Source: an optimization exercise on an open RTL-to-GDS flow (aim: small area and a short achievable clock period). Production flows keep margins and buffers that such runs may drop. The RTL was checked by simulation tests, not by an equivalence proof against the original design.

## red
Design top_moduleAlu, start of the top module:
module top_moduleAlu #(parameter DATA_WIDTH = 32)(
	input clk_top,
	input [2:0] opcode_top,
	input [31:0] portA_top,
	input [31:0] portB_top,
	output reg [63:0] out_top,
	output [32:0] result_sum_top,
	output [32:0] result_res_top,
	output [63:0] result_pro_top,
	output [31:0] result_and_top,
	output [31:0] result_or_top,
	output [31:0] result_nand_top,
	output [31:0] result_nor_top,
	output [31:0] result_xor_top,
	output carry_flag_sum_top,
	output zero_flag_sum_top,
	output zero_flag_res_top,
	output zero_flag_pro_top,
	output zero_flag_and_top,
	output zero_flag_or_top,
	output zero_flag_nand_top,
	output zero_flag_nor_top,
	output zero_flag_xor_top,
	output reg carry_flag_top,
	output reg zero_flag_top
);
wire [31:0] a = portA_top;
wire [31:0] b = portB_top;
wire as_G1, as_P2, as_G3, as_P4, as_G5, as_P6, as_G7, as_P8, as_G9, as_P10, as_G11, as_P12, as_G13, as_P14, as_G15, as_P16;
wire as_G17, as_P18, as_G19, as_P20, as_G21, as_P22, as_G23, as_P24, as_G25, as_P26, as_G27, as_P28, as_G29, as_P30, as_G31, as_P32;
  ...
Size in the first run: roughly 3,200 cells after synthesis, about 66 flip-flops, roughly 430 I/O pins, roughly 0.028 mm2 of cells after synthesis.
==> flow/config.mk <==
export PLATFORM = sky130hd
export DESIGN_NAME = top_moduleAlu
export DESIGN_NICKNAME = top_moduleAlu
export VERILOG_FILES = /design/flow/design.v
export SDC_FILE = /design/flow/constraint.sdc
export NUM_CORES = 4
export LEC_CHECK = 0
export ABC_AREA = 1
export CAP_MARGIN = 20
export CORE_MARGIN = 2
export CORE_UTILIZATION = 40
export CTS_BUF_LIST = sky130_fd_sc_hd__clkbuf_8
export SLEW_MARGIN = 20
export SYNTH_HIERARCHICAL = 1
export SYNTH_MINIMUM_KEEP_SIZE = 0
==> flow/constraint.sdc <==
create_clock -name core_clock -period 20.0 [get_ports {clk_top}]
set_input_delay 4.0000 -clock core_clock [delete_from_list [all_inputs] [get_ports {clk_top}]]
set_output_delay 4.0000 -clock core_clock [all_outputs]
set_load 0.01 [all_outputs]
standard.sh (not shown) runs the stock make flow with config.mk's settings and CLKGATE_MAP_FILE= SYNTH_SCRIPT=/design/flow/synth_recipe.tcl, a recipe that flattens the netlist after the stock synthesis.
==> flow/flow/run.sh <==
#!/bin/bash
# Standard ORFS layout with two changes: the ports are buffered with buf_1 (instead of
# the default clkdlybuf4s50_1), and timing repair aims for 6 ns of setup slack.
set -euo pipefail
bash standard.sh "BUFFER_PORTS_ARGS=-buffer_cell sky130_fd_sc_hd__buf_1" "SETUP_SLACK_MARGIN=6" finish > make_finish.log 2>&1
Input-level comparison between blue and red:
Settings: SETUP_SLACK_MARGIN: unset -> 5; CTS_BUF_LIST: sky130_fd_sc_hd__clkbuf_8 -> unset; PLACE_DENSITY: unset -> 0.75.
==> flow/flow/run.sh <==
#!/bin/bash
# Standard ORFS layout; the only change is the cell used to buffer the ports
# (buf_1 instead of the default choice, clkdlybuf4s50_1).
set -euo pipefail
bash standard.sh "BUFFER_PORTS_ARGS=-buffer_cell sky130_fd_sc_hd__buf_1" finish > make_finish.log 2>&1
Results
- Between red and blue, the flow reports post-cts gate resize count decreasing by more than half.
- From red to blue, final setup violation count did not move at all.
- In the final reports, the cell area of blue is smaller than that of red.
- blue -> red: setup total negative slack delta 0, exact match
- Changes observed in blue relative to red: non-clock buffer count has decreased, count of non-CTS inverters in the layout picked up an extra about 0.4%.
- After detailed routing, red needs more wire than blue.
- Of blue and red, the run reporting the higher met3 capacity usage during global routing was red.
diff inputs: blue => green
Settings: a deleted PLACE_DENSITY that had been 0.75.
The number of nets in the layout of blue and that of green are within noise of each other.
Diff blue -> green: average via count per standard cell moved down; worst setup slack moved up; total wirelength of the detailed-routed design moved down; global-route usage moved down; fraction of final layout cells with drive strength greater than 1 moved down.
For orange, these inputs were changed with respect to green:
Settings: an added TNS_END_PERCENT of 0; an added CTS_BUF_LIST of sky130_fd_sc_hd__clkbuf_8; a deleted SETUP_SLACK_MARGIN that had been 5.
==> flow/flow/run.sh <==
#!/bin/bash
# Standard ORFS layout with two changes: the ports are buffered with buf_1 (instead of
# the default clkdlybuf4s50_1), and timing repair aims for 6 ns of setup slack.
set -euo pipefail
bash standard.sh "BUFFER_PORTS_ARGS=-buffer_cell sky130_fd_sc_hd__buf_1" "SETUP_SLACK_MARGIN=6" finish > make_finish.log 2>&1
Notes after the runs:
[compare] base=green new=orange: final critical-path setup slack +0.36 ns; register share of the cell area -0.27 points; total number of cells along the worst setup path -5; total routing resource utilization after global routing +0.88 points; area growth from synthesis to layout +7.3 points.

-- re-timing with driven ports --
The results above use ideal ports. As a check the final layouts listed here were re-extracted and re-timed, cells and wires unchanged. Step 1 (the two cells are an assumption about what drives the block):
set clk [get_ports {clk_top}]
set_driving_cell -lib_cell sky130_fd_sc_hd__clkbuf_16 $clk
set_driving_cell -lib_cell sky130_fd_sc_hd__buf_2 [delete_from_list [all_inputs] $clk]
Step 2 times the ports against the registers' clock, not the clock port: input delays grow and output delays shrink by t, the midpoint of the rising clock arrivals with the driver on. Slacks: ideal ports / drivers / drivers and shift; pairs: ideal ports / drivers.
| run | shift t [ns] | setup WS [ns] | hold WS [ns] | worst setup path after step 2 | clock arrival spread, ns |
|---|---|---|---|---|---|
| red | 0.505 | 5.650 / 5.625 / 5.625 | 3.951 / 3.919 / 4.405 | input to output | 0.032 / 0.032 |
| blue | 0.442 | 5.165 / 5.139 / 5.139 | 4.088 / 4.051 / 4.403 | input to output | 0.014 / 0.014 |
| green | 0.451 | 5.209 / 5.145 / 5.145 | 4.058 / 4.018 / 4.401 | input to output | 0.021 / 0.022 |
| orange | 0.499 | 5.573 / 5.545 / 5.545 | 4.004 / 3.971 / 4.405 | input to output | 0.030 / 0.030 |
After both steps setup and hold are still met in every run listed. The setup slack of green, which loses most, moves by -0.064 ns with the drivers and by -0.064 ns with both steps.
